This design comes from an exercise in tuning for small area on the open sky130 flow, not from production work.
Only simulation tests tie the RTL to the original design; equivalence was not proved.

==> flow/design.v <==
module fast #(
   parameter PIXEL_DEPTH = 8,
   parameter KERNEL_SIZE = 7,
   parameter PPC = 1
) (
   input bit clk,
   input bit rst_n,
   input logic [391:0] in_data,
   output logic [12:0] out_pixel
);
wire nc0;
wire nc1;
wire nc2;
wire nc3;
wire nc4;
wire nc5;
wire nc6;
wire x7;
wire k8;
wire s9;
wire c10;
wire s11;
wire c12;
wire s13;
wire c14;
wire s15;
wire c16;
wire s17;
wire c18;
wire s19;
wire c20;
wire s21;
wire c22;
wire a23;
wire p24;
wire d25;
wire d26;
wire d27;
wire d28;
wire d29;
wire d30;
wire d31;
wire x32;
wire k33;
wire s34;
wire c35;
wire s36;
wire c37;
wire s38;
wire c39;
wire s40;
wire c41;
wire s42;
wire c43;
wire s44;
wire c45;
wire s46;
wire c47;
wire a48;
wire p49;
wire d50;
wire d51;
wire d52;
wire d53;
wire d54;
wire d55;
wire d56;
wire x57;
wire k58;
wire s59;
wire c60;
wire s61;
wire c62;
wire s63;
wire c64;
wire s65;
wire c66;
wire s67;
wire c68;
wire s69;
wire c70;
wire s71;
wire c72;
wire a73;
wire p74;
wire d75;
wire d76;
wire d77;
wire d78;
wire d79;
wire d80;
wire d81;
wire x82;
wire k83;
wire s84;
wire c85;
wire s86;
wire c87;
wire s88;
wire c89;
wire s90;
wire c91;
wire s92;
wire c93;
wire s94;
wire c95;
wire s96;
wire c97;
wire a98;
wire p99;
wire d100;
wire d101;
wire d102;
wire d103;
wire d104;
wire d105;
wire d106;
wire x107;
wire k108;
wire s109;
wire c110;
wire s111;
wire c112;
wire s113;
wire c114;
wire s115;
wire c116;
wire s117;
wire c118;
wire s119;
wire c120;
wire s121;
wire c122;
wire a123;
wire p124;
wire d125;
wire d126;
wire d127;
wire d128;
wire d129;
wire d130;
wire d131;
wire x132;
wire k133;
wire s134;
wire c135;
wire s136;
wire c137;
wire s138;
wire c139;
wire s140;
wire c141;
wire s142;
wire c143;
wire s144;
wire c145;
wire s146;
wire c147;
wire a148;
wire p149;
wire d150;
wire d151;
wire d152;
wire d153;
wire d154;
wire d155;
wire d156;
wire x157;
wire k158;
wire s159;
wire c160;
wire s161;
wire c162;
wire s163;
wire c164;
wire s165;
wire c166;
wire s167;
wire c168;
wire s169;
wire c170;
wire s171;
wire c172;
wire a173;
wire p174;
wire d175;
wire d176;
wire d177;
wire d178;
wire d179;
wire d180;
wire d181;
wire x182;
wire k183;
wire s184;
wire c185;
wire s186;
wire c187;
wire s188;
wire c189;
wire s190;
wire c191;
wire s192;
wire c193;
wire s194;
wire c195;
wire s196;
wire c197;
wire a198;
wire p199;
wire d200;
wire d201;
wire d202;
wire d203;
wire d204;
wire d205;
wire d206;
wire x207;
wire k208;
wire s209;
wire c210;
wire s211;
wire c212;
wire s213;
wire c214;
wire s215;
wire c216;
wire s217;
wire c218;
wire s219;
wire c220;
wire s221;
wire c222;
wire a223;
wire p224;
wire d225;
wire d226;
wire d227;
wire d228;
wire d229;
wire d230;
wire d231;
wire x232;
wire k233;
wire s234;
wire c235;
wire s236;
wire c237;
wire s238;
wire c239;
wire s240;
wire c241;
wire s242;
wire c243;
wire s244;
wire c245;
wire s246;
wire c247;
wire a248;
wire p249;
wire d250;
wire d251;
wire d252;
wire d253;
wire d254;
wire d255;
wire d256;
wire x257;
wire k258;
wire s259;
wire c260;
wire s261;
wire c262;
wire s263;
wire c264;
wire s265;
wire c266;
wire s267;
wire c268;
wire s269;
wire c270;
wire s271;
wire c272;
wire a273;
wire p274;
wire d275;
wire d276;
wire d277;
wire d278;
wire d279;
wire d280;
wire d281;
wire x282;
wire k283;
wire s284;
wire c285;
wire s286;
wire c287;
wire s288;
wire c289;
wire s290;
wire c291;
wire s292;
wire c293;
wire s294;
wire c295;
wire s296;
wire c297;
wire a298;
wire p299;
wire d300;
wire d301;
wire d302;
wire d303;
wire d304;
wire d305;
wire d306;
wire x307;
wire k308;
wire s309;
wire c310;
wire s311;
wire c312;
wire s313;
wire c314;
wire s315;
wire c316;
wire s317;
wire c318;
wire s319;
wire c320;
wire s321;
wire c322;
wire a323;
wire p324;
wire d325;
wire d326;
wire d327;
wire d328;
wire d329;
wire d330;
wire d331;
wire x332;
wire k333;
wire s334;
wire c335;
wire s336;
wire c337;
wire s338;
wire c339;
wire s340;
wire c341;
wire s342;
wire c343;
wire s344;
wire c345;
wire s346;
wire c347;
wire a348;
wire p349;
wire d350;
wire d351;
wire d352;
wire d353;
wire d354;
wire d355;
wire d356;
wire x357;
wire k358;
wire s359;
wire c360;
wire s361;
wire c362;
wire s363;
wire c364;
wire s365;
wire c366;
wire s367;
wire c368;
wire s369;
wire c370;
wire s371;
wire c372;
wire a373;
wire p374;
wire d375;
wire d376;
wire d377;
wire d378;
wire d379;
wire d380;
wire d381;
wire x382;
wire k383;
wire s384;
wire c385;
wire s386;
wire c387;
wire s388;
wire c389;
wire s390;
wire c391;
wire s392;
wire c393;
wire s394;
wire c395;
wire s396;
wire c397;
wire a398;
wire p399;
wire d400;
wire d401;
wire d402;
wire d403;
wire d404;
wire d405;
wire d406;
wire s407;
wire c408;
wire s409;
wire c410;
wire s411;
wire c412;
wire s413;
wire c414;
wire s415;
wire c416;
wire s417;
wire c418;
wire s419;
wire c420;
wire s421;
wire c422;
wire s423;
wire c424;
wire s425;
wire c426;
wire s427;
wire c428;
wire s429;
wire c430;
wire s431;
wire c432;
wire s433;
wire c434;
wire s435;
wire c436;
wire s437;
wire c438;
wire s439;
wire c440;
wire s441;
wire c442;
wire s443;
wire c444;
wire s445;
wire c446;
wire s447;
wire c448;
wire s449;
wire c450;
wire s451;
wire c452;
wire s453;
wire c454;
wire s455;
wire c456;
wire s457;
wire c458;
wire s459;
wire c460;
wire s461;
wire c462;
wire s463;
wire c464;
wire s465;
wire c466;
wire s467;
wire c468;
wire s469;
wire c470;
wire s471;
wire c472;
wire s473;
wire c474;
wire s475;
wire c476;
wire s477;
wire c478;
wire s479;
wire c480;
wire s481;
wire c482;
wire s483;
wire c484;
wire s485;
wire c486;
wire s487;
wire c488;
wire s489;
wire c490;
wire s491;
wire c492;
wire s493;
wire c494;
wire s495;
wire c496;
wire s497;
wire c498;
wire s499;
wire c500;
wire s501;
wire c502;
wire s503;
wire c504;
wire s505;
wire c506;
wire s507;
wire c508;
wire s509;
wire c510;
wire s511;
wire c512;
wire s513;
wire c514;
wire s515;
wire c516;
wire s517;
wire c518;
wire s519;
wire c520;
wire s521;
wire c522;
wire s523;
wire c524;
wire s525;
wire c526;
wire s527;
wire c528;
wire s529;
wire c530;
wire s531;
wire c532;
wire s533;
wire c534;
wire s535;
wire c536;
wire s537;
wire c538;
wire s539;
wire c540;
wire s541;
wire c542;
wire s543;
wire c544;
wire s545;
wire c546;
wire s547;
wire c548;
wire s549;
wire c550;
wire s551;
wire c552;
wire s553;
wire c554;
wire s555;
wire c556;
wire s557;
wire c558;
wire s559;
wire c560;
wire s561;
wire c562;
wire s563;
wire c564;
wire s565;
wire c566;
wire s567;
wire c568;
wire s569;
wire c570;
wire s571;
wire c572;
wire s573;
wire c574;
wire s575;
wire c576;
wire s577;
wire c578;
wire s579;
wire c580;
wire s581;
wire c582;
wire s583;
wire c584;
wire s585;
wire c586;
wire s587;
wire c588;
wire s589;
wire c590;
wire s591;
wire c592;
wire s593;
wire c594;
wire s595;
wire c596;
wire s597;
wire c598;
wire s599;
wire c600;
wire s601;
wire c602;
wire s603;
wire c604;
wire s605;
wire c606;
wire s607;
wire c608;
wire s609;
wire c610;
wire s611;
wire c612;
wire s613;
wire c614;
wire s615;
wire c616;
wire s617;
wire c618;
wire s619;
wire c620;
wire s621;
wire c622;
wire s623;
wire c624;
wire s625;
wire c626;
wire s627;
wire c628;
wire s629;
wire c630;
wire s631;
wire c632;
wire s633;
wire c634;
wire s635;
wire c636;
wire s637;
wire c638;
wire s639;
wire c640;
wire s641;
wire c642;
wire s643;
wire c644;
wire s645;
wire c646;
wire s647;
wire c648;
wire s649;
wire c650;
wire s651;
wire c652;
wire s653;
wire c654;
wire s655;
wire c656;
wire s657;
wire c658;
wire s659;
wire c660;
wire s661;
wire c662;
wire s663;
wire c664;
wire s665;
wire c666;
wire s667;
wire c668;
wire s669;
wire c670;
wire s671;
wire c672;
wire s673;
wire c674;
wire s675;
wire c676;
wire s677;
wire c678;
wire s679;
wire c680;
wire s681;
wire c682;
wire s683;
wire c684;
wire s685;
wire c686;
wire s687;
wire c688;
wire s689;
wire s690;
wire c691;
wire s692;
wire c693;
wire s694;
wire s695;
wire s696;
wire s697;
assign nc0 = ~in_data[193];
assign nc1 = ~in_data[194];
assign nc2 = ~in_data[195];
assign nc3 = ~in_data[196];
assign nc4 = ~in_data[197];
assign nc5 = ~in_data[198];
assign nc6 = ~in_data[199];
assign x7 = in_data[192] ^ in_data[24];
nand_cell u_k8 (.a(x7), .b(in_data[192]), .y(k8));
fa_cell u_s9 (.a(nc0), .b(in_data[25]), .c(k8), .s(s9), .co(c10));
fa_cell u_s11 (.a(nc1), .b(in_data[26]), .c(c10), .s(s11), .co(c12));
fa_cell u_s13 (.a(nc2), .b(in_data[27]), .c(c12), .s(s13), .co(c14));
fa_cell u_s15 (.a(nc3), .b(in_data[28]), .c(c14), .s(s15), .co(c16));
fa_cell u_s17 (.a(nc4), .b(in_data[29]), .c(c16), .s(s17), .co(c18));
fa_cell u_s19 (.a(nc5), .b(in_data[30]), .c(c18), .s(s19), .co(c20));
fa_cell u_s21 (.a(nc6), .b(in_data[31]), .c(c20), .s(s21), .co(c22));
assign a23 = ~c22;
assign p24 = ~(c22 | x7);
assign d25 = s9 ^ a23;
assign d26 = s11 ^ a23;
assign d27 = s13 ^ a23;
assign d28 = s15 ^ a23;
assign d29 = s17 ^ a23;
assign d30 = s19 ^ a23;
assign d31 = s21 ^ a23;
assign x32 = in_data[192] ^ in_data[32];
nand_cell u_k33 (.a(x32), .b(in_data[192]), .y(k33));
fa_cell u_s34 (.a(nc0), .b(in_data[33]), .c(k33), .s(s34), .co(c35));
fa_cell u_s36 (.a(nc1), .b(in_data[34]), .c(c35), .s(s36), .co(c37));
fa_cell u_s38 (.a(nc2), .b(in_data[35]), .c(c37), .s(s38), .co(c39));
fa_cell u_s40 (.a(nc3), .b(in_data[36]), .c(c39), .s(s40), .co(c41));
fa_cell u_s42 (.a(nc4), .b(in_data[37]), .c(c41), .s(s42), .co(c43));
fa_cell u_s44 (.a(nc5), .b(in_data[38]), .c(c43), .s(s44), .co(c45));
fa_cell u_s46 (.a(nc6), .b(in_data[39]), .c(c45), .s(s46), .co(c47));
assign a48 = ~c47;
assign p49 = ~(c47 | x32);
assign d50 = s34 ^ a48;
assign d51 = s36 ^ a48;
assign d52 = s38 ^ a48;
assign d53 = s40 ^ a48;
assign d54 = s42 ^ a48;
assign d55 = s44 ^ a48;
assign d56 = s46 ^ a48;
assign x57 = in_data[192] ^ in_data[96];
nand_cell u_k58 (.a(x57), .b(in_data[192]), .y(k58));
fa_cell u_s59 (.a(nc0), .b(in_data[97]), .c(k58), .s(s59), .co(c60));
fa_cell u_s61 (.a(nc1), .b(in_data[98]), .c(c60), .s(s61), .co(c62));
fa_cell u_s63 (.a(nc2), .b(in_data[99]), .c(c62), .s(s63), .co(c64));
fa_cell u_s65 (.a(nc3), .b(in_data[100]), .c(c64), .s(s65), .co(c66));
fa_cell u_s67 (.a(nc4), .b(in_data[101]), .c(c66), .s(s67), .co(c68));
fa_cell u_s69 (.a(nc5), .b(in_data[102]), .c(c68), .s(s69), .co(c70));
fa_cell u_s71 (.a(nc6), .b(in_data[103]), .c(c70), .s(s71), .co(c72));
assign a73 = ~c72;
assign p74 = ~(c72 | x57);
assign d75 = s59 ^ a73;
assign d76 = s61 ^ a73;
assign d77 = s63 ^ a73;
assign d78 = s65 ^ a73;
assign d79 = s67 ^ a73;
assign d80 = s69 ^ a73;
assign d81 = s71 ^ a73;
assign x82 = in_data[192] ^ in_data[160];
nand_cell u_k83 (.a(x82), .b(in_data[192]), .y(k83));
fa_cell u_s84 (.a(nc0), .b(in_data[161]), .c(k83), .s(s84), .co(c85));
fa_cell u_s86 (.a(nc1), .b(in_data[162]), .c(c85), .s(s86), .co(c87));
fa_cell u_s88 (.a(nc2), .b(in_data[163]), .c(c87), .s(s88), .co(c89));
fa_cell u_s90 (.a(nc3), .b(in_data[164]), .c(c89), .s(s90), .co(c91));
fa_cell u_s92 (.a(nc4), .b(in_data[165]), .c(c91), .s(s92), .co(c93));
fa_cell u_s94 (.a(nc5), .b(in_data[166]), .c(c93), .s(s94), .co(c95));
fa_cell u_s96 (.a(nc6), .b(in_data[167]), .c(c95), .s(s96), .co(c97));
assign a98 = ~c97;
assign p99 = ~(c97 | x82);
assign d100 = s84 ^ a98;
assign d101 = s86 ^ a98;
assign d102 = s88 ^ a98;
assign d103 = s90 ^ a98;
assign d104 = s92 ^ a98;
assign d105 = s94 ^ a98;
assign d106 = s96 ^ a98;
assign x107 = in_data[192] ^ in_data[216];
nand_cell u_k108 (.a(x107), .b(in_data[192]), .y(k108));
fa_cell u_s109 (.a(nc0), .b(in_data[217]), .c(k108), .s(s109), .co(c110));
fa_cell u_s111 (.a(nc1), .b(in_data[218]), .c(c110), .s(s111), .co(c112));
fa_cell u_s113 (.a(nc2), .b(in_data[219]), .c(c112), .s(s113), .co(c114));
fa_cell u_s115 (.a(nc3), .b(in_data[220]), .c(c114), .s(s115), .co(c116));
fa_cell u_s117 (.a(nc4), .b(in_data[221]), .c(c116), .s(s117), .co(c118));
fa_cell u_s119 (.a(nc5), .b(in_data[222]), .c(c118), .s(s119), .co(c120));
fa_cell u_s121 (.a(nc6), .b(in_data[223]), .c(c120), .s(s121), .co(c122));
assign a123 = ~c122;
assign p124 = ~(c122 | x107);
assign d125 = s109 ^ a123;
assign d126 = s111 ^ a123;
assign d127 = s113 ^ a123;
assign d128 = s115 ^ a123;
assign d129 = s117 ^ a123;
assign d130 = s119 ^ a123;
assign d131 = s121 ^ a123;
assign x132 = in_data[192] ^ in_data[272];
nand_cell u_k133 (.a(x132), .b(in_data[192]), .y(k133));
fa_cell u_s134 (.a(nc0), .b(in_data[273]), .c(k133), .s(s134), .co(c135));
fa_cell u_s136 (.a(nc1), .b(in_data[274]), .c(c135), .s(s136), .co(c137));
fa_cell u_s138 (.a(nc2), .b(in_data[275]), .c(c137), .s(s138), .co(c139));
fa_cell u_s140 (.a(nc3), .b(in_data[276]), .c(c139), .s(s140), .co(c141));
fa_cell u_s142 (.a(nc4), .b(in_data[277]), .c(c141), .s(s142), .co(c143));
fa_cell u_s144 (.a(nc5), .b(in_data[278]), .c(c143), .s(s144), .co(c145));
fa_cell u_s146 (.a(nc6), .b(in_data[279]), .c(c145), .s(s146), .co(c147));
assign a148 = ~c147;
assign p149 = ~(c147 | x132);
assign d150 = s134 ^ a148;
assign d151 = s136 ^ a148;
assign d152 = s138 ^ a148;
assign d153 = s140 ^ a148;
assign d154 = s142 ^ a148;
assign d155 = s144 ^ a148;
assign d156 = s146 ^ a148;
assign x157 = in_data[192] ^ in_data[320];
nand_cell u_k158 (.a(x157), .b(in_data[192]), .y(k158));
fa_cell u_s159 (.a(nc0), .b(in_data[321]), .c(k158), .s(s159), .co(c160));
fa_cell u_s161 (.a(nc1), .b(in_data[322]), .c(c160), .s(s161), .co(c162));
fa_cell u_s163 (.a(nc2), .b(in_data[323]), .c(c162), .s(s163), .co(c164));
fa_cell u_s165 (.a(nc3), .b(in_data[324]), .c(c164), .s(s165), .co(c166));
fa_cell u_s167 (.a(nc4), .b(in_data[325]), .c(c166), .s(s167), .co(c168));
fa_cell u_s169 (.a(nc5), .b(in_data[326]), .c(c168), .s(s169), .co(c170));
fa_cell u_s171 (.a(nc6), .b(in_data[327]), .c(c170), .s(s171), .co(c172));
assign a173 = ~c172;
assign p174 = ~(c172 | x157);
assign d175 = s159 ^ a173;
assign d176 = s161 ^ a173;
assign d177 = s163 ^ a173;
assign d178 = s165 ^ a173;
assign d179 = s167 ^ a173;
assign d180 = s169 ^ a173;
assign d181 = s171 ^ a173;
assign x182 = in_data[192] ^ in_data[368];
nand_cell u_k183 (.a(x182), .b(in_data[192]), .y(k183));
fa_cell u_s184 (.a(nc0), .b(in_data[369]), .c(k183), .s(s184), .co(c185));
fa_cell u_s186 (.a(nc1), .b(in_data[370]), .c(c185), .s(s186), .co(c187));
fa_cell u_s188 (.a(nc2), .b(in_data[371]), .c(c187), .s(s188), .co(c189));
fa_cell u_s190 (.a(nc3), .b(in_data[372]), .c(c189), .s(s190), .co(c191));
fa_cell u_s192 (.a(nc4), .b(in_data[373]), .c(c191), .s(s192), .co(c193));
fa_cell u_s194 (.a(nc5), .b(in_data[374]), .c(c193), .s(s194), .co(c195));
fa_cell u_s196 (.a(nc6), .b(in_data[375]), .c(c195), .s(s196), .co(c197));
assign a198 = ~c197;
assign p199 = ~(c197 | x182);
assign d200 = s184 ^ a198;
assign d201 = s186 ^ a198;
assign d202 = s188 ^ a198;
assign d203 = s190 ^ a198;
assign d204 = s192 ^ a198;
assign d205 = s194 ^ a198;
assign d206 = s196 ^ a198;
assign x207 = in_data[192] ^ in_data[360];
nand_cell u_k208 (.a(x207), .b(in_data[192]), .y(k208));
fa_cell u_s209 (.a(nc0), .b(in_data[361]), .c(k208), .s(s209), .co(c210));
fa_cell u_s211 (.a(nc1), .b(in_data[362]), .c(c210), .s(s211), .co(c212));
fa_cell u_s213 (.a(nc2), .b(in_data[363]), .c(c212), .s(s213), .co(c214));
fa_cell u_s215 (.a(nc3), .b(in_data[364]), .c(c214), .s(s215), .co(c216));
fa_cell u_s217 (.a(nc4), .b(in_data[365]), .c(c216), .s(s217), .co(c218));
fa_cell u_s219 (.a(nc5), .b(in_data[366]), .c(c218), .s(s219), .co(c220));
fa_cell u_s221 (.a(nc6), .b(in_data[367]), .c(c220), .s(s221), .co(c222));
assign a223 = ~c222;
assign p224 = ~(c222 | x207);
assign d225 = s209 ^ a223;
assign d226 = s211 ^ a223;
assign d227 = s213 ^ a223;
assign d228 = s215 ^ a223;
assign d229 = s217 ^ a223;
assign d230 = s219 ^ a223;
assign d231 = s221 ^ a223;
assign x232 = in_data[192] ^ in_data[352];
nand_cell u_k233 (.a(x232), .b(in_data[192]), .y(k233));
fa_cell u_s234 (.a(nc0), .b(in_data[353]), .c(k233), .s(s234), .co(c235));
fa_cell u_s236 (.a(nc1), .b(in_data[354]), .c(c235), .s(s236), .co(c237));
fa_cell u_s238 (.a(nc2), .b(in_data[355]), .c(c237), .s(s238), .co(c239));
fa_cell u_s240 (.a(nc3), .b(in_data[356]), .c(c239), .s(s240), .co(c241));
fa_cell u_s242 (.a(nc4), .b(in_data[357]), .c(c241), .s(s242), .co(c243));
fa_cell u_s244 (.a(nc5), .b(in_data[358]), .c(c243), .s(s244), .co(c245));
fa_cell u_s246 (.a(nc6), .b(in_data[359]), .c(c245), .s(s246), .co(c247));
assign a248 = ~c247;
assign p249 = ~(c247 | x232);
assign d250 = s234 ^ a248;
assign d251 = s236 ^ a248;
assign d252 = s238 ^ a248;
assign d253 = s240 ^ a248;
assign d254 = s242 ^ a248;
assign d255 = s244 ^ a248;
assign d256 = s246 ^ a248;
assign x257 = in_data[192] ^ in_data[288];
nand_cell u_k258 (.a(x257), .b(in_data[192]), .y(k258));
fa_cell u_s259 (.a(nc0), .b(in_data[289]), .c(k258), .s(s259), .co(c260));
fa_cell u_s261 (.a(nc1), .b(in_data[290]), .c(c260), .s(s261), .co(c262));
fa_cell u_s263 (.a(nc2), .b(in_data[291]), .c(c262), .s(s263), .co(c264));
fa_cell u_s265 (.a(nc3), .b(in_data[292]), .c(c264), .s(s265), .co(c266));
fa_cell u_s267 (.a(nc4), .b(in_data[293]), .c(c266), .s(s267), .co(c268));
fa_cell u_s269 (.a(nc5), .b(in_data[294]), .c(c268), .s(s269), .co(c270));
fa_cell u_s271 (.a(nc6), .b(in_data[295]), .c(c270), .s(s271), .co(c272));
assign a273 = ~c272;
assign p274 = ~(c272 | x257);
assign d275 = s259 ^ a273;
assign d276 = s261 ^ a273;
assign d277 = s263 ^ a273;
assign d278 = s265 ^ a273;
assign d279 = s267 ^ a273;
assign d280 = s269 ^ a273;
assign d281 = s271 ^ a273;
assign x282 = in_data[192] ^ in_data[224];
nand_cell u_k283 (.a(x282), .b(in_data[192]), .y(k283));
fa_cell u_s284 (.a(nc0), .b(in_data[225]), .c(k283), .s(s284), .co(c285));
fa_cell u_s286 (.a(nc1), .b(in_data[226]), .c(c285), .s(s286), .co(c287));
fa_cell u_s288 (.a(nc2), .b(in_data[227]), .c(c287), .s(s288), .co(c289));
fa_cell u_s290 (.a(nc3), .b(in_data[228]), .c(c289), .s(s290), .co(c291));
fa_cell u_s292 (.a(nc4), .b(in_data[229]), .c(c291), .s(s292), .co(c293));
fa_cell u_s294 (.a(nc5), .b(in_data[230]), .c(c293), .s(s294), .co(c295));
fa_cell u_s296 (.a(nc6), .b(in_data[231]), .c(c295), .s(s296), .co(c297));
assign a298 = ~c297;
assign p299 = ~(c297 | x282);
assign d300 = s284 ^ a298;
assign d301 = s286 ^ a298;
assign d302 = s288 ^ a298;
assign d303 = s290 ^ a298;
assign d304 = s292 ^ a298;
assign d305 = s294 ^ a298;
assign d306 = s296 ^ a298;
assign x307 = in_data[192] ^ in_data[168];
nand_cell u_k308 (.a(x307), .b(in_data[192]), .y(k308));
fa_cell u_s309 (.a(nc0), .b(in_data[169]), .c(k308), .s(s309), .co(c310));
fa_cell u_s311 (.a(nc1), .b(in_data[170]), .c(c310), .s(s311), .co(c312));
fa_cell u_s313 (.a(nc2), .b(in_data[171]), .c(c312), .s(s313), .co(c314));
fa_cell u_s315 (.a(nc3), .b(in_data[172]), .c(c314), .s(s315), .co(c316));
fa_cell u_s317 (.a(nc4), .b(in_data[173]), .c(c316), .s(s317), .co(c318));
fa_cell u_s319 (.a(nc5), .b(in_data[174]), .c(c318), .s(s319), .co(c320));
fa_cell u_s321 (.a(nc6), .b(in_data[175]), .c(c320), .s(s321), .co(c322));
assign a323 = ~c322;
assign p324 = ~(c322 | x307);
assign d325 = s309 ^ a323;
assign d326 = s311 ^ a323;
assign d327 = s313 ^ a323;
assign d328 = s315 ^ a323;
assign d329 = s317 ^ a323;
assign d330 = s319 ^ a323;
assign d331 = s321 ^ a323;
assign x332 = in_data[192] ^ in_data[112];
nand_cell u_k333 (.a(x332), .b(in_data[192]), .y(k333));
fa_cell u_s334 (.a(nc0), .b(in_data[113]), .c(k333), .s(s334), .co(c335));
fa_cell u_s336 (.a(nc1), .b(in_data[114]), .c(c335), .s(s336), .co(c337));
fa_cell u_s338 (.a(nc2), .b(in_data[115]), .c(c337), .s(s338), .co(c339));
fa_cell u_s340 (.a(nc3), .b(in_data[116]), .c(c339), .s(s340), .co(c341));
fa_cell u_s342 (.a(nc4), .b(in_data[117]), .c(c341), .s(s342), .co(c343));
fa_cell u_s344 (.a(nc5), .b(in_data[118]), .c(c343), .s(s344), .co(c345));
fa_cell u_s346 (.a(nc6), .b(in_data[119]), .c(c345), .s(s346), .co(c347));
assign a348 = ~c347;
assign p349 = ~(c347 | x332);
assign d350 = s334 ^ a348;
assign d351 = s336 ^ a348;
assign d352 = s338 ^ a348;
assign d353 = s340 ^ a348;
assign d354 = s342 ^ a348;
assign d355 = s344 ^ a348;
assign d356 = s346 ^ a348;
assign x357 = in_data[192] ^ in_data[64];
nand_cell u_k358 (.a(x357), .b(in_data[192]), .y(k358));
fa_cell u_s359 (.a(nc0), .b(in_data[65]), .c(k358), .s(s359), .co(c360));
fa_cell u_s361 (.a(nc1), .b(in_data[66]), .c(c360), .s(s361), .co(c362));
fa_cell u_s363 (.a(nc2), .b(in_data[67]), .c(c362), .s(s363), .co(c364));
fa_cell u_s365 (.a(nc3), .b(in_data[68]), .c(c364), .s(s365), .co(c366));
fa_cell u_s367 (.a(nc4), .b(in_data[69]), .c(c366), .s(s367), .co(c368));
fa_cell u_s369 (.a(nc5), .b(in_data[70]), .c(c368), .s(s369), .co(c370));
fa_cell u_s371 (.a(nc6), .b(in_data[71]), .c(c370), .s(s371), .co(c372));
assign a373 = ~c372;
assign p374 = ~(c372 | x357);
assign d375 = s359 ^ a373;
assign d376 = s361 ^ a373;
assign d377 = s363 ^ a373;
assign d378 = s365 ^ a373;
assign d379 = s367 ^ a373;
assign d380 = s369 ^ a373;
assign d381 = s371 ^ a373;
assign x382 = in_data[192] ^ in_data[16];
nand_cell u_k383 (.a(x382), .b(in_data[192]), .y(k383));
fa_cell u_s384 (.a(nc0), .b(in_data[17]), .c(k383), .s(s384), .co(c385));
fa_cell u_s386 (.a(nc1), .b(in_data[18]), .c(c385), .s(s386), .co(c387));
fa_cell u_s388 (.a(nc2), .b(in_data[19]), .c(c387), .s(s388), .co(c389));
fa_cell u_s390 (.a(nc3), .b(in_data[20]), .c(c389), .s(s390), .co(c391));
fa_cell u_s392 (.a(nc4), .b(in_data[21]), .c(c391), .s(s392), .co(c393));
fa_cell u_s394 (.a(nc5), .b(in_data[22]), .c(c393), .s(s394), .co(c395));
fa_cell u_s396 (.a(nc6), .b(in_data[23]), .c(c395), .s(s396), .co(c397));
assign a398 = ~c397;
assign p399 = ~(c397 | x382);
assign d400 = s384 ^ a398;
assign d401 = s386 ^ a398;
assign d402 = s388 ^ a398;
assign d403 = s390 ^ a398;
assign d404 = s392 ^ a398;
assign d405 = s394 ^ a398;
assign d406 = s396 ^ a398;
fa_cell u_s407 (.a(x107), .b(x132), .c(x157), .s(s407), .co(c408));
fa_cell u_s409 (.a(x182), .b(x207), .c(x232), .s(s409), .co(c410));
fa_cell u_s411 (.a(x257), .b(x282), .c(x307), .s(s411), .co(c412));
fa_cell u_s413 (.a(x32), .b(x332), .c(x357), .s(s413), .co(c414));
fa_cell u_s415 (.a(x382), .b(x57), .c(x7), .s(s415), .co(c416));
fa_cell u_s417 (.a(x82), .b(s407), .c(s409), .s(s417), .co(c418));
fa_cell u_s419 (.a(s411), .b(s413), .c(s415), .s(s419), .co(c420));
fa_cell u_s421 (.a(c408), .b(c410), .c(c412), .s(s421), .co(c422));
fa_cell u_s423 (.a(c414), .b(c416), .c(c418), .s(s423), .co(c424));
fa_cell u_s425 (.a(c420), .b(s421), .c(s423), .s(s425), .co(c426));
fa_cell u_s427 (.a(s425), .b(p124), .c(p149), .s(s427), .co(c428));
fa_cell u_s429 (.a(p174), .b(p199), .c(p224), .s(s429), .co(c430));
fa_cell u_s431 (.a(p24), .b(p249), .c(p274), .s(s431), .co(c432));
fa_cell u_s433 (.a(p299), .b(p324), .c(p349), .s(s433), .co(c434));
fa_cell u_s435 (.a(p374), .b(p399), .c(p49), .s(s435), .co(c436));
fa_cell u_s437 (.a(p74), .b(p99), .c(d100), .s(s437), .co(c438));
fa_cell u_s439 (.a(d125), .b(d150), .c(d175), .s(s439), .co(c440));
fa_cell u_s441 (.a(d200), .b(d225), .c(d25), .s(s441), .co(c442));
fa_cell u_s443 (.a(d250), .b(d275), .c(d300), .s(s443), .co(c444));
fa_cell u_s445 (.a(d325), .b(d350), .c(d375), .s(s445), .co(c446));
fa_cell u_s447 (.a(d400), .b(d50), .c(d75), .s(s447), .co(c448));
fa_cell u_s449 (.a(s427), .b(s429), .c(s431), .s(s449), .co(c450));
fa_cell u_s451 (.a(s433), .b(s435), .c(s437), .s(s451), .co(c452));
fa_cell u_s453 (.a(s439), .b(s441), .c(s443), .s(s453), .co(c454));
fa_cell u_s455 (.a(s445), .b(s447), .c(s449), .s(s455), .co(c456));
ha_cell u_s457 (.a(s451), .b(s453), .s(s457), .co(c458));
fa_cell u_s459 (.a(c422), .b(c424), .c(c426), .s(s459), .co(c460));
fa_cell u_s461 (.a(s459), .b(d101), .c(d126), .s(s461), .co(c462));
fa_cell u_s463 (.a(d151), .b(d176), .c(d201), .s(s463), .co(c464));
fa_cell u_s465 (.a(d226), .b(d251), .c(d26), .s(s465), .co(c466));
fa_cell u_s467 (.a(d276), .b(d301), .c(d326), .s(s467), .co(c468));
fa_cell u_s469 (.a(d351), .b(d376), .c(d401), .s(s469), .co(c470));
fa_cell u_s471 (.a(d51), .b(d76), .c(c428), .s(s471), .co(c472));
fa_cell u_s473 (.a(c430), .b(c432), .c(c434), .s(s473), .co(c474));
fa_cell u_s475 (.a(c436), .b(c438), .c(c440), .s(s475), .co(c476));
fa_cell u_s477 (.a(c442), .b(c444), .c(c446), .s(s477), .co(c478));
fa_cell u_s479 (.a(c448), .b(s461), .c(s463), .s(s479), .co(c480));
fa_cell u_s481 (.a(s465), .b(s467), .c(s469), .s(s481), .co(c482));
fa_cell u_s483 (.a(c450), .b(s471), .c(s473), .s(s483), .co(c484));
fa_cell u_s485 (.a(c452), .b(c454), .c(s475), .s(s485), .co(c486));
fa_cell u_s487 (.a(s477), .b(s479), .c(s481), .s(s487), .co(c488));
fa_cell u_s489 (.a(c456), .b(s483), .c(c458), .s(s489), .co(c490));
ha_cell u_s491 (.a(s485), .b(s487), .s(s491), .co(c492));
fa_cell u_s493 (.a(c460), .b(d102), .c(d127), .s(s493), .co(c494));
fa_cell u_s495 (.a(d152), .b(d177), .c(d202), .s(s495), .co(c496));
fa_cell u_s497 (.a(d227), .b(d252), .c(d27), .s(s497), .co(c498));
fa_cell u_s499 (.a(d277), .b(d302), .c(d327), .s(s499), .co(c500));
fa_cell u_s501 (.a(d352), .b(d377), .c(d402), .s(s501), .co(c502));
fa_cell u_s503 (.a(d52), .b(d77), .c(c462), .s(s503), .co(c504));
fa_cell u_s505 (.a(c464), .b(c466), .c(c468), .s(s505), .co(c506));
fa_cell u_s507 (.a(c470), .b(s493), .c(s495), .s(s507), .co(c508));
fa_cell u_s509 (.a(s497), .b(s499), .c(s501), .s(s509), .co(c510));
fa_cell u_s511 (.a(c472), .b(c474), .c(c476), .s(s511), .co(c512));
fa_cell u_s513 (.a(c478), .b(c480), .c(c482), .s(s513), .co(c514));
fa_cell u_s515 (.a(s503), .b(s505), .c(s507), .s(s515), .co(c516));
fa_cell u_s517 (.a(s509), .b(c484), .c(c486), .s(s517), .co(c518));
fa_cell u_s519 (.a(s511), .b(c488), .c(s513), .s(s519), .co(c520));
fa_cell u_s521 (.a(s515), .b(c490), .c(c492), .s(s521), .co(c522));
ha_cell u_s523 (.a(s517), .b(s519), .s(s523), .co(c524));
fa_cell u_s525 (.a(d103), .b(d128), .c(d153), .s(s525), .co(c526));
fa_cell u_s527 (.a(d178), .b(d203), .c(d228), .s(s527), .co(c528));
fa_cell u_s529 (.a(d253), .b(d278), .c(d28), .s(s529), .co(c530));
fa_cell u_s531 (.a(d303), .b(d328), .c(d353), .s(s531), .co(c532));
fa_cell u_s533 (.a(d378), .b(d403), .c(d53), .s(s533), .co(c534));
fa_cell u_s535 (.a(d78), .b(c494), .c(c496), .s(s535), .co(c536));
fa_cell u_s537 (.a(c498), .b(c500), .c(c502), .s(s537), .co(c538));
fa_cell u_s539 (.a(s525), .b(s527), .c(s529), .s(s539), .co(c540));
fa_cell u_s541 (.a(s531), .b(s533), .c(c504), .s(s541), .co(c542));
fa_cell u_s543 (.a(c506), .b(c508), .c(c510), .s(s543), .co(c544));
fa_cell u_s545 (.a(s535), .b(s537), .c(s539), .s(s545), .co(c546));
fa_cell u_s547 (.a(c512), .b(c514), .c(s541), .s(s547), .co(c548));
fa_cell u_s549 (.a(c516), .b(s543), .c(s545), .s(s549), .co(c550));
fa_cell u_s551 (.a(c518), .b(c520), .c(s547), .s(s551), .co(c552));
fa_cell u_s553 (.a(s549), .b(c522), .c(c524), .s(s553), .co(c554));
fa_cell u_s555 (.a(d104), .b(d129), .c(d154), .s(s555), .co(c556));
fa_cell u_s557 (.a(d179), .b(d204), .c(d229), .s(s557), .co(c558));
fa_cell u_s559 (.a(d254), .b(d279), .c(d29), .s(s559), .co(c560));
fa_cell u_s561 (.a(d304), .b(d329), .c(d354), .s(s561), .co(c562));
fa_cell u_s563 (.a(d379), .b(d404), .c(d54), .s(s563), .co(c564));
fa_cell u_s565 (.a(d79), .b(c526), .c(c528), .s(s565), .co(c566));
fa_cell u_s567 (.a(c530), .b(c532), .c(c534), .s(s567), .co(c568));
fa_cell u_s569 (.a(s555), .b(s557), .c(s559), .s(s569), .co(c570));
fa_cell u_s571 (.a(s561), .b(s563), .c(c536), .s(s571), .co(c572));
fa_cell u_s573 (.a(c538), .b(c540), .c(s565), .s(s573), .co(c574));
fa_cell u_s575 (.a(s567), .b(s569), .c(c542), .s(s575), .co(c576));
fa_cell u_s577 (.a(c544), .b(s571), .c(c546), .s(s577), .co(c578));
fa_cell u_s579 (.a(s573), .b(c548), .c(s575), .s(s579), .co(c580));
fa_cell u_s581 (.a(c550), .b(s577), .c(c552), .s(s581), .co(c582));
ha_cell u_s583 (.a(s579), .b(c554), .s(s583), .co(c584));
fa_cell u_s585 (.a(d105), .b(d130), .c(d155), .s(s585), .co(c586));
fa_cell u_s587 (.a(d180), .b(d205), .c(d230), .s(s587), .co(c588));
fa_cell u_s589 (.a(d255), .b(d280), .c(d30), .s(s589), .co(c590));
fa_cell u_s591 (.a(d305), .b(d330), .c(d355), .s(s591), .co(c592));
fa_cell u_s593 (.a(d380), .b(d405), .c(d55), .s(s593), .co(c594));
fa_cell u_s595 (.a(d80), .b(c556), .c(c558), .s(s595), .co(c596));
fa_cell u_s597 (.a(c560), .b(c562), .c(c564), .s(s597), .co(c598));
fa_cell u_s599 (.a(s585), .b(s587), .c(s589), .s(s599), .co(c600));
fa_cell u_s601 (.a(s591), .b(s593), .c(c566), .s(s601), .co(c602));
fa_cell u_s603 (.a(c568), .b(c570), .c(s595), .s(s603), .co(c604));
fa_cell u_s605 (.a(s597), .b(s599), .c(c572), .s(s605), .co(c606));
fa_cell u_s607 (.a(c574), .b(s601), .c(s603), .s(s607), .co(c608));
fa_cell u_s609 (.a(c576), .b(s605), .c(c578), .s(s609), .co(c610));
fa_cell u_s611 (.a(s607), .b(c580), .c(s609), .s(s611), .co(c612));
ha_cell u_s613 (.a(c582), .b(c584), .s(s613), .co(c614));
fa_cell u_s615 (.a(d106), .b(d131), .c(d156), .s(s615), .co(c616));
fa_cell u_s617 (.a(d181), .b(d206), .c(d231), .s(s617), .co(c618));
fa_cell u_s619 (.a(d256), .b(d281), .c(d306), .s(s619), .co(c620));
fa_cell u_s621 (.a(d31), .b(d331), .c(d356), .s(s621), .co(c622));
fa_cell u_s623 (.a(d381), .b(d406), .c(d56), .s(s623), .co(c624));
fa_cell u_s625 (.a(d81), .b(c586), .c(c588), .s(s625), .co(c626));
fa_cell u_s627 (.a(c590), .b(c592), .c(c594), .s(s627), .co(c628));
fa_cell u_s629 (.a(s615), .b(s617), .c(s619), .s(s629), .co(c630));
fa_cell u_s631 (.a(s621), .b(s623), .c(c596), .s(s631), .co(c632));
fa_cell u_s633 (.a(c598), .b(c600), .c(s625), .s(s633), .co(c634));
fa_cell u_s635 (.a(s627), .b(s629), .c(c602), .s(s635), .co(c636));
fa_cell u_s637 (.a(c604), .b(s631), .c(s633), .s(s637), .co(c638));
fa_cell u_s639 (.a(c606), .b(s635), .c(c608), .s(s639), .co(c640));
fa_cell u_s641 (.a(s637), .b(c610), .c(s639), .s(s641), .co(c642));
ha_cell u_s643 (.a(c612), .b(s641), .s(s643), .co(c644));
fa_cell u_s645 (.a(c616), .b(c618), .c(c620), .s(s645), .co(c646));
fa_cell u_s647 (.a(c622), .b(c624), .c(c626), .s(s647), .co(c648));
fa_cell u_s649 (.a(c628), .b(c630), .c(s645), .s(s649), .co(c650));
fa_cell u_s651 (.a(c632), .b(c634), .c(s647), .s(s651), .co(c652));
fa_cell u_s653 (.a(s649), .b(c636), .c(c638), .s(s653), .co(c654));
fa_cell u_s655 (.a(s651), .b(c640), .c(s653), .s(s655), .co(c656));
ha_cell u_s657 (.a(c642), .b(s655), .s(s657), .co(c658));
fa_cell u_s659 (.a(c646), .b(c648), .c(c650), .s(s659), .co(c660));
fa_cell u_s661 (.a(c652), .b(s659), .c(c654), .s(s661), .co(c662));
ha_cell u_s663 (.a(c656), .b(s661), .s(s663), .co(c664));
ha_cell u_s665 (.a(c660), .b(c662), .s(s665), .co(c666));
ha_cell u_s667 (.a(s417), .b(s419), .s(s667), .co(c668));
fa_cell u_s669 (.a(c668), .b(s455), .c(s457), .s(s669), .co(c670));
fa_cell u_s671 (.a(s489), .b(c670), .c(s491), .s(s671), .co(c672));
fa_cell u_s673 (.a(s521), .b(c672), .c(s523), .s(s673), .co(c674));
fa_cell u_s675 (.a(s551), .b(s553), .c(c674), .s(s675), .co(c676));
fa_cell u_s677 (.a(s581), .b(s583), .c(c676), .s(s677), .co(c678));
fa_cell u_s679 (.a(s611), .b(s613), .c(c678), .s(s679), .co(c680));
fa_cell u_s681 (.a(c614), .b(s643), .c(c680), .s(s681), .co(c682));
fa_cell u_s683 (.a(c644), .b(s657), .c(c682), .s(s683), .co(c684));
ha_cell u_s685 (.a(c658), .b(s663), .s(s685), .co(c686));
fa_cell u_s687 (.a(c664), .b(s665), .c(c686), .s(s687), .co(c688));
assign s689 = c666 ^ c688;
assign s690 = ~(c658 ^ s663);
assign c691 = c658 | s663;
fa_cell u_s692 (.a(c664), .b(s665), .c(c691), .s(s692), .co(c693));
assign s694 = c666 ^ c693;
assign s695 = c684 ? s690 : s685;
assign s696 = c684 ? s692 : s687;
assign s697 = c684 ? s694 : s689;
wire [15:0] B = {c397, c372, c347, c322, c297, c272, c247, c222, c197, c172, c147, c122, c97, c72, c47, c22};
wire [11:0] S = {s697, s696, s695, s683, s681, s679, s677, s675, s673, s671, s669, s667};
wire is_corner;
corner_cell u_corner (.b(B), .y(is_corner));
always_ff @(posedge clk) begin
   if (~rst_n) out_pixel <= '0;
   else        out_pixel <= is_corner ? {1'b0, S} : '0;
end
endmodule
module fa_cell (input a, input b, input c, output s, output co);
assign {co, s} = {1'b0, a} + {1'b0, b} + {1'b0, c};
endmodule
module ha_cell (input a, input b, output s, output co);
assign {co, s} = {1'b0, a} + {1'b0, b};
endmodule
module corner_cell (input [15:0] b, output y);
wire cw00;
wire cw01;
wire cw02;
wire cw03;
wire cw04;
wire cw05;
wire cw06;
wire cw07;
wire cw08;
wire cw09;
wire cw10;
wire cw11;
wire cw12;
wire cw13;
wire cw14;
wire cw15;
wire cw16;
wire cw17;
wire cw18;
wire cw19;
wire cw20;
wire cw21;
wire cw22;
wire cw23;
wire cw24;
wire cw25;
wire cw26;
wire cw27;
wire cw28;
wire cw29;
wire cw30;
wire cw31;
wire cw32;
wire cw33;
wire cw34;
wire cw35;
wire cw36;
wire cw37;
wire cw38;
wire cw39;
wire cw40;
wire cw41;
wire cw42;
wire cw43;
wire cw44;
wire cw45;
wire cw46;
wire cw47;
wire cw48;
wire cw49;
wire cw50;
wire cw51;
wire cw52;
wire cw53;
wire cw54;
wire cw55;
wire cw56;
wire cw57;
wire cw58;
wire cw59;
wire cw60;
wire cw61;
wire cw62;
wire cw63;
wire cw64;
wire cw65;
wire cw66;
wire cw67;
wire cw68;
wire cw69;
wire cw70;
wire cw71;
wire cw72;
wire cw73;
wire cw74;
wire cw75;
wire cw76;
wire cw77;
wire cw78;
wire cw79;
wire cw80;
wire cw81;
wire cw82;
wire cw83;
wire cw84;
wire cw85;
wire cw86;
wire cw87;
wire cw88;
wire cw89;
wire cw90;
wire cw91;
wire cw92;
wire cw93;
wire cw94;
g_and3 u47 (.a(b[13]), .b(b[14]), .c(b[15]), .x(cw00));
g_clkinv u48 (.a(b[0]), .y(cw01));
g_nand2 u49 (.a(b[1]), .b(b[2]), .y(cw02));
g_nor2 u50 (.a(cw01), .b(cw02), .y(cw03));
g_and2 u51 (.a(cw03), .b(cw00), .x(cw04));
g_clkinv u52 (.a(b[6]), .y(cw05));
g_clkinv u53 (.a(b[7]), .y(cw06));
g_clkinv u54 (.a(b[8]), .y(cw07));
g_nor2 u55 (.a(cw06), .b(cw07), .y(cw08));
g_nand2 u56 (.a(cw08), .b(b[9]), .y(cw09));
g_nand2 u57 (.a(b[0]), .b(b[9]), .y(cw10));
g_o221ai u58 (.a1(b[7]), .a2(b[14]), .b1(b[15]), .b2(cw08), .c1(cw03), .y(cw11));
g_nand3 u59 (.a(cw11), .b(cw09), .c(cw10), .y(cw12));
g_nand2 u60 (.a(cw12), .b(cw00), .y(cw13));
g_o21ai u61 (.a1(cw05), .a2(cw09), .b1(cw13), .y(cw14));
g_a32oi u62 (.a1(cw14), .a2(b[10]), .a3(b[11]), .b1(b[3]), .b2(cw04), .y(cw15));
g_a21oi u63 (.a1(b[11]), .a2(b[13]), .b1(b[4]), .y(cw16));
g_a21oi u64 (.a1(b[13]), .a2(b[14]), .b1(b[5]), .y(cw17));
g_o21ai u65 (.a1(b[1]), .a2(b[8]), .b1(b[12]), .y(cw18));
g_a21oi u66 (.a1(cw11), .a2(cw09), .b1(cw05), .y(cw19));
g_clkinv u67 (.a(b[4]), .y(cw20));
g_clkinv u68 (.a(b[5]), .y(cw21));
g_nand2 u69 (.a(b[3]), .b(b[10]), .y(cw22));
g_nand3 u70 (.a(b[1]), .b(b[2]), .c(b[3]), .y(cw23));
g_nor2 u71 (.a(b[2]), .b(b[11]), .y(cw24));
g_a2111oi u72 (.a1(cw23), .a2(cw22), .b1(cw20), .c1(cw21), .d1(cw24), .y(cw25));
g_o21ai u73 (.a1(cw04), .a2(cw19), .b1(cw25), .y(cw26));
g_nor3 u74 (.a(b[0]), .b(b[1]), .c(b[15]), .y(cw27));
g_nand3 u75 (.a(cw27), .b(cw22), .c(cw24), .y(cw28));
g_nor3 u76 (.a(b[2]), .b(b[3]), .c(b[4]), .y(cw29));
g_nand2 u77 (.a(cw27), .b(cw29), .y(cw30));
g_nor3 u78 (.a(b[9]), .b(b[10]), .c(b[11]), .y(cw31));
g_o21ai u79 (.a1(cw01), .a2(cw06), .b1(cw31), .y(cw32));
g_nand3 u80 (.a(cw28), .b(cw30), .c(cw32), .y(cw33));
g_o21ai u81 (.a1(b[6]), .a2(b[7]), .b1(b[15]), .y(cw34));
g_nor3 u82 (.a(b[12]), .b(b[13]), .c(b[14]), .y(cw35));
g_o2111ai u83 (.a1(cw07), .a2(cw27), .b1(cw34), .c1(cw35), .d1(cw33), .y(cw36));
g_a21oi u84 (.a1(b[6]), .a2(b[13]), .b1(cw30), .y(cw37));
g_nand2 u85 (.a(b[4]), .b(b[13]), .y(cw38));
g_nand2 u86 (.a(cw31), .b(cw38), .y(cw39));
g_o21ai u87 (.a1(b[9]), .a2(b[10]), .b1(b[1]), .y(cw40));
g_nand3 u88 (.a(cw29), .b(cw10), .c(cw40), .y(cw41));
g_a2111oi u89 (.a1(cw41), .a2(cw39), .b1(b[6]), .c1(b[7]), .d1(b[8]), .y(cw42));
g_o21ai u90 (.a1(b[6]), .a2(b[7]), .b1(b[14]), .y(cw43));
g_o21ai u91 (.a1(b[3]), .a2(b[4]), .b1(b[12]), .y(cw44));
g_o2111ai u92 (.a1(cw37), .a2(cw42), .b1(cw21), .c1(cw43), .d1(cw44), .y(cw45));
g_and3 u93 (.a(cw45), .b(cw26), .c(cw36), .x(cw46));
g_o41ai u94 (.a1(cw16), .a2(cw17), .a3(cw18), .a4(cw15), .b1(cw46), .y(y));
endmodule
module g_a2111oi (input a1, input a2, input b1, input c1, input d1, output y);
assign y = (~a1&~b1&~c1&~d1) | (~a2&~b1&~c1&~d1);
endmodule
module g_a21oi (input a1, input a2, input b1, output y);
assign y = (~a1&~b1) | (~a2&~b1);
endmodule
module g_a32oi (input a1, input a2, input a3, input b1, input b2, output y);
assign y = (~a1&~b1) | (~a1&~b2) | (~a2&~b1) | (~a3&~b1) | (~a2&~b2) | (~a3&~b2);
endmodule
module g_and2 (input a, input b, output x);
assign x = (a&b);
endmodule
module g_and3 (input a, input b, input c, output x);
assign x = (a&b&c);
endmodule
module g_clkinv (input a, output y);
assign y = (~a);
endmodule
module g_nand2 (input a, input b, output y);
assign y = (~a) | (~b);
endmodule
module g_nand3 (input a, input b, input c, output y);
assign y = (~a) | (~b) | (~c);
endmodule
module g_nor2 (input a, input b, output y);
assign y = (~a&~b);
endmodule
module g_nor3 (input a, input b, input c, output y);
assign y = (~a&~b&~c);
endmodule
module g_o2111ai (input a1, input a2, input b1, input c1, input d1, output y);
assign y = (~a1&~a2) | (~b1) | (~c1) | (~d1);
endmodule
module g_o21ai (input a1, input a2, input b1, output y);
assign y = (~a1&~a2) | (~b1);
endmodule
module g_o221ai (input a1, input a2, input b1, input b2, input c1, output y);
assign y = (~b1&~b2) | (~a1&~a2) | (~c1);
endmodule
module g_o41ai (input a1, input a2, input a3, input a4, input b1, output y);
assign y = (~a1&~a2&~a3&~a4) | (~b1);
endmodule
module inv_cell (input a, output y);
assign y = ~a;
endmodule
module nand_cell (input a, input b, output y);
assign y = ~(a & b);
endmodule
module or_cell (input a, input b, output y);
assign y = a | b;
endmodule
==> flow/flow/run.sh <==
#!/bin/bash
set -euo pipefail
cat >> config.mk <<'EOT'
export BUFFER_PORTS_ARGS = -buffer_cell sky130_fd_sc_hd__buf_1
export REMOVE_ABC_BUFFERS = 1
EOT
RES=orfs/results/$FLOW_PLATFORM/fast/base
bash standard.sh synth > flow_synth.log 2>&1
cp $RES/1_2_yosys.v flow_synth_netlist.v
python3 flow/downsize.py $FLOW_HOME/platforms/$FLOW_PLATFORM/lib/sky130_fd_sc_hd__tt_025C_1v80.lib $RES/1_2_yosys.v > flow_downsize.log 2>&1
touch $RES/1_2_yosys.v
bash standard.sh > flow_make.log 2>&1
==> flow/flow/downsize.py <==
#!/usr/bin/env python3
"""Set every combinational cell of the synthesized netlist to the smallest
variant of its cell family (same function and pins, e.g. a21oi_2 -> a21oi_1).
The layout flow's own repair then upsizes only where timing, slew or load need
it. Flip-flops and don't-use cells are left alone. Usage: downsize.py LIB NETLIST"""
import re, sys

lib_path, net_path = sys.argv[1], sys.argv[2]
lib = open(lib_path).read()

area, pins, dontuse = {}, {}, set()
for m in re.finditer(r'cell \("(sky130_fd_sc_hd__\w+)"\)\s*\{', lib):
    name = m.group(1)
    end = lib.find('\n    cell (', m.end())
    blk = lib[m.end(): end if end > 0 else len(lib)]
    a = re.search(r'\barea\s*:\s*([\d.]+)', blk)
    if a:
        area[name] = float(a.group(1))
    pins[name] = tuple(sorted(re.findall(r'pin \("(\w+)"\)', blk)))
    if re.search(r'dont_use\s*:\s*true', blk):
        dontuse.add(name)

fam = {}
for name in area:
    m = re.match(r'(sky130_fd_sc_hd__\w+?)_(\d+)$', name)
    if m:
        fam.setdefault((m.group(1), pins[name]), []).append(name)

def smallest(cell):
    m = re.match(r'(sky130_fd_sc_hd__\w+?)_(\d+)$', cell)
    if not m or cell not in area:
        return cell
    base = m.group(1)
    if re.search(r'__(df|dl|sdf|edf|conb|clk|tap|fill|decap|diode)', cell):
        return cell
    cands = [c for c in fam.get((base, pins[cell]), []) if c not in dontuse]
    if not cands:
        return cell
    return min(cands, key=lambda c: (area[c], int(c.rsplit('_', 1)[1])))

net = open(net_path).read()
count = 0
def sub(m):
    global count
    new = smallest(m.group(1))
    if new != m.group(1):
        count += 1
    return new + m.group(2)
net = re.sub(r'\b(sky130_fd_sc_hd__\w+)(\s+\S+\s*\()', sub, net)
open(net_path, 'w').write(net)
print(f"downsize.py: {count} cells set to their smallest variant")
==> flow/standard.sh <==
#!/bin/bash
# synth_recipe.tcl (not shown) runs the flow's synth.tcl, then flattens the netlist and writes it again
# the make line also repeats each setting of config.mk as NAME=value (left out here)
make -C /OpenROAD-flow-scripts/flow DESIGN_CONFIG=/design/flow/config.mk WORK_HOME=/design/flow/orfs CLKGATE_MAP_FILE= SYNTH_SCRIPT=/design/flow/synth_recipe.tcl "${@:-finish}"
==> flow/config.mk <==
export PLATFORM = sky130hd
export DESIGN_NAME = fast
export DESIGN_NICKNAME = fast
export VERILOG_FILES = /design/flow/design.v
export SDC_FILE = /design/flow/constraint.sdc
export NUM_CORES = 4
export LEC_CHECK = 0
export CAP_MARGIN = 40
export CORE_MARGIN = 2
export CORE_UTILIZATION = 40
export CTS_BUF_LIST = sky130_fd_sc_hd__clkbuf_4
export GPL_TIMING_DRIVEN = 0
export SLEW_MARGIN = 40
export SYNTH_HIERARCHICAL = 1
export BUFFER_PORTS_ARGS = -buffer_cell sky130_fd_sc_hd__buf_1
export REMOVE_ABC_BUFFERS = 1
==> flow/constraint.sdc <==
create_clock -name core_clock -period 12.0 [get_ports {clk}]
set_input_delay 2.4000 -clock core_clock [delete_from_list [all_inputs] [get_ports {clk}]]
set_output_delay 2.4000 -clock core_clock [all_outputs]
set_load 0.01 [all_outputs]
==> summary.txt <==
-- worst min-delay path by stage --
| stage | start | end | slack (ns) | depth (start not counted) |
|---|---|---|---|---|
| after CTS | rst_n | out_pixel[9] | 2.58 | 3 |
| after detailed placement | out_pixel[1] | out_pixel[1] | 2.79 | 1 |
| after global routing | rst_n | out_pixel[11] | 2.68 | 3 |
| after floorplan | rst_n | out_pixel[9] | 2.55 | 2 |
| after global placement | out_pixel[0] | out_pixel[0] | 2.79 | 1 |
| final | rst_n | out_pixel[9] | 2.57 | 3 |
-- metal layers --
metal / track usage / routed length (um) / vias to the layer above
met5: 0 / 0 / -
met1: 0.289 / 7370 / 2304
li1: - / - / 1879
met4: 0.0556 / 438 / 0
met2: 0.399 / 9980 / 165
met3: 0.0201 / 813 / 31
-- worst max-delay path, cell delays in order --
cell and delay [ns]:
buf_2 0.20, buf_16 0.21, xor2_1 0.33, nand2_1 0.12
fa_1 0.41, fa_1 0.41, fa_1 0.41, fa_1 0.43
fa_1 0.40, fa_1 0.39, fa_1 0.67, nor2_1 0.26
fa_1 0.43, fa_1 0.40, fa_1 0.52, fa_1 0.45
fa_1 0.50, fa_1 0.46, fa_1 0.40, fa_1 0.39
fa_1 0.39, fa_1 0.40, fa_1 0.48, mux2i_1 0.22
mux2i_1 0.20
-- final cells by class --
cell class / instances / area (um^2) / area share
Clock buffer: 3 / 22.5 / 0.00287
Inverter: 16 / 60.1 / 0.00765
Sequential cell: 12 / 240 / 0.0306
Multi-Input combinational cell: 477 / 6650 / 0.847
Tap cell: 225 / 282 / 0.0359
Clock inverter: 1 / 3.75 / 0.000478
Antenna cell: 1 / 2.50 / 0.000319
Timing Repair Buffer: 151 / 593 / 0.0756
-- per-stage QoR --
step	hold WS [ns]
3_5_place_dp	2.79
2_1_floorplan	2.55
5_1_grt	2.68
6_report	2.57
4_1_cts	2.58
3_3_place_gp	2.79
-- repair_timing --
item | in CTS | in global routing
resized for setup | 0 | 9
setup endpoints to repair | 0 | 3
setup buffers | 0 | 0
==> impl_metrics.ini <==
[drt]
antenna_left = 0
drc = 0
vias = 4379
finalWirelength_mm = 18.6
dr.pass1.iters = 5
wl_per_cell_um = 21.0
drt_iter0_markers = 257
routed_via_density = 4.94

[final_layout]
largest_reg_flops = 12
top_register = out_pixel
stdcell_area_um2 = 7850
area_delta_synth_final_pct = 12.3
final_layout_size_suffix_gt1_frac = 0.0348
nNetsFinal = 1310
final_cell_mix = fa_1, buf_1, xnor2_1
final_cells = 886
fill_cells = 1618
utilization = 0.457
layout_commonest_cell = fa_1
reg_top3 = out_pixel: 12 flops

[cts]
clock_path_buffers = 2
cts_hold_buf = 0
cts-root-buf = clkbuf_4
numCtsBuffers = 3
cts_tree = done
h-tree-depth = 1
clk_pin_slew_ns = 0.12
cts_sinks = 12

[timing]
fin_ws_ns = 0.356
rsz0062_at_grt = no
min_period_over_period = 0.970
finalHoldViolations = 0
drv_slew = 0
worstMarginPinSlew_ns = 0.853
finalSetupViolations = 0
max_slew_margin = 0.430
setup_tns_ns = 0
timing.fmax_mhz = 85.9
final.min_clock_period_ns = 11.64

[yosys]
syn-cell-area_um2 = 6990
syn_inst = 526
synth_warnings = 7
synth.avg_cell_area_um2 = 13.3

[die]
die_h_um = 136
rows = 48
ioPinCount = 407
initial_core_util = 0.407
dieArea_um2 = 18500
core_area_um2 = 17200
die_x_um = 136

[critical_path]
crit_start = in_data[192]
cp.required_ns = 12.27
arrival_ns = 11.92
cp-endpoint = out_pixel[11]
crit_type = in2reg
cp_max_fo = 26
end_kind = register
worst_setup_path_start_kind = input pin

[global_route]
antenna_found_initial = 1
grt_pass1_wl_mm = 30.0
grt_max_degree = 27
grtUsageTotal = 0.221
first_global_vias = 5295
grt-ovfl-total = 0

[placement]
io_buffers = 149
dp_cells = 881
place_ws_ns = -0.198
dp_hpwl_mm = 17.4
place_area_um2 = 7790
place.gp.congestion = 0.887

[min_path]
hold_path.class = in2reg

[run_status]
status = timing/DRC/antenna clean

[flow_run]
drv_cap = 0

-- separate check: timing with driven ports --
The flow's constraints put no driver on any port. The routed layout listed below was extracted and timed again, unchanged, in two steps. Step 1: set_driving_cell puts a clkbuf_16 on clk and a buf_2 on each other input, an assumption about the parent block. Step 2 times the ports against the registers' clock, not the clock port: input delays grow and output delays shrink by t, the midpoint of the rising clock arrivals with the driver on. Slacks: no drivers / after step 1 / after step 2; pairs: no drivers / after step 1.
t, ns: 0.355
slack for setup (ns): 0.356 / 0.371 / 0.016
clock arrival spread, ns: 0.025 / 0.026
worst slew at a driven data input, ns: 0.05
cell pins on the clock port's net: 1
After both steps this run still meets setup and hold. For this run, drivers alone change the setup slack by +0.015 ns; drivers and shift together by -0.340 ns.
